This design comes from an exercise in tuning for small area on the open sky130 flow, not from production work.
No activity file was given, so power comes from the tool's default toggle rates.

==> run a <==
==> flow/design.v (excerpt) <==
module Top_Memory_Game (
    input wire clk,
    input wire rst_n,
    input wire [7:0] btn_raw,
    output wire [7:0] led_out,
    output wire [7:0] seg_data,
    output wire [7:0] seg_sel,
    output reg pwm_servo,
    output wire lcd_rs,
    output wire lcd_rw,
    output wire lcd_en,
    output reg [7:0] lcd_data
);
    integer j;
    localparam [9:0] DB_HIT = 10'd440;
    wire [7:0] btn_in = ~btn_raw;
    reg  [7:0] db_prev, db_out;
    wire [7:0] db_hit;
    genvar g;
    generate
        for (g = 0; g < 8; g = g + 1) begin : db
            reg  [9:0] d;            
            wire       clr = btn_in[g] ^ db_prev[g];
            assign db_hit[g] = (d == DB_HIT);
            always @(posedge clk)
                d <= clr ? 10'd0 : {~d[8:0], ~(d[9] ^ d[6])};
        end
    endgenerate
    always @(posedge clk or negedge rst_n) begin
        if (!rst_n) begin
            db_prev <= 8'd0;
            db_out  <= 8'd0;
        end else begin
            db_prev <= btn_in;
            db_out  <= (db_hit & db_prev) | (~db_hit & db_out);
        end
    end
    wire [7:0] btn_pos = db_hit & db_prev & ~db_out;
    wire       any_key = |btn_pos;
    reg  [2:0] key;
    always @(*) begin
        casez (btn_pos)
            8'b???????1: key = 3'd0;
            8'b??????10: key = 3'd1;
            8'b?????100: key = 3'd2;
            8'b????1000: key = 3'd3;
            8'b???10000: key = 3'd4;
            8'b??100000: key = 3'd5;
            8'b?1000000: key = 3'd6;
            default:     key = 3'd7;
        endcase
    end
    reg [2:0] lo;
    reg [6:0] ph7;       
    reg [6:0] sh7;       
    reg       pre;
    wire [5:0] e;
    wire [9:0] pcnt = {ph7, lo};
    wire p999 = (ph7 == 7'd124) && (lo == 3'd7);
    always @(posedge clk) begin
        if (!rst_n) begin
            lo <= 3'd0; ph7 <= 7'd0;
        end else begin
            lo <= lo + 3'd1;
            if (lo == 3'd7) ph7 <= (ph7 == 7'd124) ? 7'd0 : ph7 + 7'd1;
  ...
export LEC_CHECK = 0
export CAP_MARGIN = 20
export CORE_MARGIN = 2
export CORE_UTILIZATION = 60
export CTS_BUF_LIST = sky130_fd_sc_hd__clkbuf_8
export CTS_CLUSTER_DIAMETER = 60
export CTS_CLUSTER_SIZE = 16
export SLEW_MARGIN = 20
create_clock -name core_clock -period 25.0 [get_ports {clk}]
standard.sh (not shown) runs the stock make flow with config.mk's settings and CLKGATE_MAP_FILE= SYNTH_SCRIPT=/design/flow/synth_recipe.tcl, a recipe that flattens the netlist after the stock synthesis.
==> flow/flow/run.sh <==
#!/bin/bash
# Own layout flow: the standard ORFS flow (standard.sh) with three changes:
#  - Yosys's ABC technology mapping uses an area-oriented script
#    (flow/abc_area.script) in place of ORFS's delay-oriented one;
#  - adders are left to ABC (no ORFS half/full-adder cell mapping);
#  - the port buffers are buf_1 cells.
# Everything else (synthesis script, floorplan, power grid, CTS, routing) is
# ORFS's own. Each tool's output goes to its own log under orfs/logs/, and
# make's output to flow_make.log.
set -euo pipefail
W=$(pwd)
rm -rf "$W/orfs_scripts"
mkdir -p "$W/orfs_scripts"
cp -r "$FLOW_HOME/scripts/." "$W/orfs_scripts/"
cp "$W/flow/abc_area.script" "$W/orfs_scripts/abc_speed.script"
bash "$W/standard.sh" "SCRIPTS_DIR=$W/orfs_scripts" "ADDER_MAP_FILE=" \
    "BUFFER_PORTS_ARGS=-buffer_cell sky130_fd_sc_hd__buf_1" finish > "$W/flow_make.log" 2>&1
test -f "$W/out/final.def"
==> flow/flow/abc_area.script <==
strash
&get -n
&deepsyn -T 60
&put
dch
&get -n
&nf -a -R 200
&put
==> inputs of run b, as changes to run a <==
--- a/flow/design.v
+++ b/flow/design.v
@@ -1,86 +1,135 @@
 module Top_Memory_Game (
     input wire clk,
     input wire rst_n,
     input wire [7:0] btn_raw,
     output wire [7:0] led_out,
     output wire [7:0] seg_data,
     output wire [7:0] seg_sel,
-    output reg pwm_servo,
+    output wire pwm_servo,
     output wire lcd_rs,
     output wire lcd_rw,
     output wire lcd_en,
-    output reg [7:0] lcd_data
+    output wire [7:0] lcd_data
 );
-    integer j;
-    localparam [9:0] DB_HIT = 10'd440;
+    wire       any_key;
+    wire [2:0] key;
+    wire [7:0] sdec;
+    wire [5:0] e;
+    wire [3:0] st;
+    wire [2:0] round;
+    wire [4:0] score;
+    mg_debounce u_db (
+        .clk(clk), .rst_n(rst_n), .btn_raw(btn_raw),
+        .any_key(any_key), .key(key)
+    );
+    mg_timebase u_tb (
+        .clk(clk), .rst_n(rst_n), .e(e),
+        .sdec(sdec), .pwm_servo(pwm_servo)
+    );
+    assign seg_sel = ~sdec;
+    mg_core u_core (
+        .clk(clk), .rst_n(rst_n), .any_key(any_key), .key(key), .sdec(sdec),
+        .led_out(led_out), .seg_data(seg_data), .e(e),
+        .st(st), .round(round), .score(score)
+    );
+    mg_lcd u_lcd (
+        .clk(clk), .rst_n(rst_n), .st(st), .round(round), .score(score),
+        .lcd_rs(lcd_rs), .lcd_rw(lcd_rw), .lcd_en(lcd_en), .lcd_data(lcd_data)
+    );
+endmodule
+module mg_debounce (
+    input wire clk,
+    input wire rst_n,
+    input wire [7:0] btn_raw,
+    output wire any_key,
+    output reg [2:0] key
+);
+    localparam [9:0] MASK = 10'b1010101010;
+    localparam [9:0] HIT  = 10'd712;
     wire [7:0] btn_in = ~btn_raw;
     reg  [7:0] db_prev, db_out;
     wire [7:0] db_hit;
     genvar g;
     generate
         for (g = 0; g < 8; g = g + 1) begin : db
             reg  [9:0] d;            
+            wire [9:0] c = d ^ MASK;
             wire       clr = btn_in[g] ^ db_prev[g];
-            assign db_hit[g] = (d == DB_HIT);
+            assign db_hit[g] = (d == (HIT ^ MASK));
             always @(posedge clk)
-                d <= clr ? 10'd0 : {~d[8:0], ~(d[9] ^ d[6])};
+                d <= (clr ? 10'd0 : {c[8:0], ~(c[9] ^ c[6])}) ^ MASK;
         end
     endgenerate
     always @(posedge clk or negedge rst_n) begin
         if (!rst_n) begin
             db_prev <= 8'd0;
             db_out  <= 8'd0;
         end else begin
             db_prev <= btn_in;
             db_out  <= (db_hit & db_prev) | (~db_hit & db_out);
         end
     end
     wire [7:0] btn_pos = db_hit & db_prev & ~db_out;
-    wire       any_key = |btn_pos;
-    reg  [2:0] key;
+    assign any_key = |btn_pos;
     always @(*) begin
         casez (btn_pos)
             8'b???????1: key = 3'd0;
             8'b??????10: key = 3'd1;
             8'b?????100: key = 3'd2;
             8'b????1000: key = 3'd3;
             8'b???10000: key = 3'd4;
             8'b??100000: key = 3'd5;
             8'b?1000000: key = 3'd6;
             default:     key = 3'd7;
         endcase
     end
+endmodule
+module mg_timebase (
+    input wire clk,
+    input wire rst_n,
+    input wire [5:0] e,
+    output wire [7:0] sdec,      
+    output reg pwm_servo
+);
     reg [2:0] lo;
     reg [6:0] ph7;       
     reg [6:0] sh7;       
     reg       pre;
-    wire [5:0] e;
     wire [9:0] pcnt = {ph7, lo};
     wire p999 = (ph7 == 7'd124) && (lo == 3'd7);
-    always @(posedge clk) begin
-        if (!rst_n) begin
-            lo <= 3'd0; ph7 <= 7'd0;
-        end else begin
-            lo <= lo + 3'd1;
-            if (lo == 3'd7) ph7 <= (ph7 == 7'd124) ? 7'd0 : ph7 + 7'd1;
-        end
-    end
     always @(posedge clk or negedge rst_n) begin
         if (!rst_n) begin
-            sh7 <= 7'd0; pwm_servo <= 1'b0;
+            lo <= 3'd0; ph7 <= 7'd0; sh7 <= 7'd0; pwm_servo <= 1'b0;
         end else begin
-            if (lo == 3'd7) sh7 <= sh7 + 7'd1;
+            lo <= lo + 3'd1;
+            if (lo == 3'd7) begin
+                ph7 <= (ph7 == 7'd124) ? 7'd0 : ph7 + 7'd1;
+                sh7 <= sh7 + 7'd1;
+            end
             pwm_servo <= pre;
         end
     end
     always @(posedge clk)
         pre <= p999 || (pcnt < {4'd0, e} + 10'd49);
-    wire [7:0] sdec = 8'd1 << sh7[6:4];      
-    assign seg_sel = ~sdec;
+    assign sdec = 8'd1 << sh7[6:4];
+endmodule
+module mg_core (
+    input wire clk,
+    input wire rst_n,
+    input wire any_key,
+    input wire [2:0] key,
+    input wire [7:0] sdec,
+    output wire [7:0] led_out,
+    output wire [7:0] seg_data,
+    output wire [5:0] e,
+    output reg [3:0] st,
+    output reg [2:0] round,
+    output reg [4:0] score
+);
     localparam S_GB   = 4'd0;    
     localparam S_GS   = 4'd1;    
     localparam S_SB   = 4'd2;    
     localparam S_SC   = 4'd3;    
     localparam S_GA   = 4'd4;    
     localparam S_WT   = 4'd5;    
     localparam S_XC   = 4'd6;    
@@ -89,17 +138,14 @@
     localparam S_PS   = 4'd9;
     localparam S_FL   = 4'd10;
     localparam S_XF   = 4'd11;   
     localparam S_DN   = 4'd12;
     localparam [11:0] PH0 = 12'd0;
     localparam [11:0] PH1 = 12'd1;
     localparam [11:0] PHL = 12'd3386;    
-    reg [3:0]  st;
-    reg [2:0]  round;
-    reg [4:0]  score;
     reg [11:0] ph;
     reg [7:0]  cq;
     reg [3:0]  idx;
     reg [2:0]  A [0:7];
     reg        rep;
     reg        match;
     wire ph0    = (ph == PH0);
@@ -126,14 +172,15 @@
     always @(posedge clk or negedge rst_n) begin
         if (!rst_n) lfsr <= 16'hACE1;
         else        lfsr <= {lfsr[14:0], lfsr[15] ^ lfsr[13] ^ lfsr[12] ^ lfsr[10]};
     end
     wire [2:0] rv = lfsr[2:0];
     wire [7:0] dec = 8'd1 << idx[2:0];
     reg  [2:0] a_cur, a_disp;
+    integer j;
     always @(*) begin
         a_cur = 3'd0; a_disp = 3'd0;
         for (j = 0; j < 8; j = j + 1) begin
             a_cur  = a_cur  | ({3{dec[j]}}  & A[j]);
             a_disp = a_disp | ({3{sdec[j]}} & A[j]);
         end
     end
@@ -141,27 +188,25 @@
     wire skip    = !g_first && (rv == a_cur) && rep;
     wire gen_wr  = (st == S_GB) && !last_i && !skip;
     wire key_wr  = (st == S_WT) && !t_up && (idx != k) && !first && any_key;
     wire [2:0] wd = (st == S_GB) ? rv : key;
     wire [7:0] we = ({8{gen_wr}} & {dec[6:0], dec[7]}) | ({8{key_wr}} & dec);
     wire t_clr = (st == S_GB) || (st == S_SC) || (st == S_XC) || (st == S_XF) ||
                  ((st == S_SB) && t_per) || ((st == S_GS) && (ph == PH1));
-    always @(posedge clk) begin
-        if (t_clr || !rst_n) begin
-            ph <= PH0; cq <= 8'd0;
-        end else begin
-            ph <= phlast ? PH0 : {ph[10:0], ~(ph[11] ^ ph[10] ^ ph[9] ^ ph[3])};
-            cq <= cq + {7'd0, phlast};
-        end
-    end
     always @(posedge clk or negedge rst_n) begin
         if (!rst_n) begin
-            st <= S_IDLE; idx <= 4'd0;
+            st <= S_IDLE; ph <= PH0; cq <= 8'd0; idx <= 4'd0;
             round <= 3'd1; score <= 5'd0;
         end else begin
+            if (t_clr) begin
+                ph <= PH0; cq <= 8'd0;
+            end else begin
+                ph <= phlast ? PH0 : {ph[10:0], ~(ph[11] ^ ph[10] ^ ph[9] ^ ph[3])};
+                cq <= cq + {7'd0, phlast};
+            end
             case (st)
                 S_IDLE: if (t_idle) st <= S_GA;
                 S_GA: begin idx <= 4'd15; st <= S_GB; end
                 S_GB: begin
                     if (last_i) st <= S_GS;
                     else if (!skip) idx <= idx + 4'd1;
                 end
@@ -193,18 +238,18 @@
     always @(posedge clk) begin
         for (j = 0; j < 8; j = j + 1)
             if (we[j]) A[j] <= wd;
         if (gen_wr) rep <= !g_first && (rv == a_cur);
         if (st == S_SC) match <= 1'b1;
         if (key_wr) match <= match & (key == a_cur);
     end
-    assign e = (st == S_WT || st == S_XC || st == S_XF) ? cq[7:2] : 6'd0;
     wire led_on = (st == S_SB) && !first &&
                   ((cq < {3'd0, on_q}) || ((cq == {3'd0, on_q}) && ph0));
     assign led_out = led_on ? (8'd1 << a_cur) : 8'd0;
+    assign e = (st == S_WT || st == S_XC || st == S_XF) ? cq[7:2] : 6'd0;
     reg [7:0] cnt_gt;
     always @(*)
         for (j = 0; j < 8; j = j + 1)
             cnt_gt[j] = (idx > j);
     wire show = (st[3:2] != 2'b00) && |(cnt_gt & sdec);
     reg [7:0] seg;
     always @(*) begin
@@ -216,14 +261,26 @@
             3'd4: seg = 8'h6D;
             3'd5: seg = 8'h7D;
             3'd6: seg = 8'h07;
             default: seg = 8'h7F;
         endcase
     end
     assign seg_data = show ? seg : 8'h00;
+endmodule
+module mg_lcd (
+    input wire clk,
+    input wire rst_n,
+    input wire [3:0] st,
+    input wire [2:0] round,
+    input wire [4:0] score,
+    output wire lcd_rs,
+    output wire lcd_rw,
+    output wire lcd_en,
+    output reg [7:0] lcd_data
+);
     reg [1:0]  lph;              
     reg        lln;              
     reg [2:0]  sub;
     reg [3:0]  ci;
     wire [2:0] scr = !st[3] ? 3'd0 :
                      st[2]  ? 3'd4 :
                      st[1]  ? 3'd3 :
==> flow/run.sh (new file) <==
#!/bin/bash
# synth_recipe.tcl (not shown) runs the flow's synth.tcl, then flattens the netlist and writes it again
# the make line also repeats each setting of config.mk as NAME=value (left out here)
make -C /OpenROAD-flow-scripts/flow DESIGN_CONFIG=/design/flow/config.mk WORK_HOME=/design/flow/orfs CLKGATE_MAP_FILE= SYNTH_SCRIPT=/design/flow/synth_recipe.tcl finish
removed: flow/flow/run.sh
removed: flow/flow/abc_area.script
removed: flow/standard.sh
==> comparison <==
Clock skew: run a is higher than run b (22 ps). In run a the critical path depth is lower than in run b, by 4. Synthesized area: run a is smaller than run b (20%). Between run b and run a, the lower clock power is in run a (gap about 22%, measured against run a). Between run a and run b, the lower sequential share of layout area is in run b (gap 8.7 points).
==> figures <==
quantity	run a	run b
Adder-cell share of the synthesized area	0.219%	6.96%
Layout Skew	47.7 ps	25.6 ps
Met2 Wirelength	8.84 mm	11.6 mm
Slew @ Worst Pin	814 ps	998 ps
Status	timing/DRC/antenna clean	timing/DRC/antenna clean
Switching share of power	32.7%	23.9%
Drt total wl	20.1 mm	25.5 mm
Highest net fanout along the worst path	21	10
Post-route total power	0.765 mW	0.593 mW
First-pass iteration count of the detailed router	6	7
Filler-free cell count of the finished design	1,257	1,469
Power density of the placed cells	77.5 mW/mm2	48.0 mW/mm2
No functional check of the RTL was part of any run of this note.

-- separate check: timing with driven ports --
Ports are ideal in the flow. The routed layouts listed here were re-timed in OpenROAD.
Step 1, drivers: a clkbuf_16 drives clk and a buf_2 each remaining input, both assumed.
Step 2 adds t to the input delays and takes it off the output delays; t is the mean of the earliest and latest rising clock arrival at the registers after step 1. Input paths then give back, and output paths get back, about the clock's delay inside the block.
a / b / c = ideal / step 1 / step 2; a / b = the first two.
run | t (ns) | setup slack, ns | worst data-port slew with drivers (ns)
run a | 0.552 | 16.998 / 16.960 / 17.512 | 0.03
run b | 0.583 | 15.814 / 15.770 / 16.353 | 0.03
After both steps setup and hold are still met in every run listed.
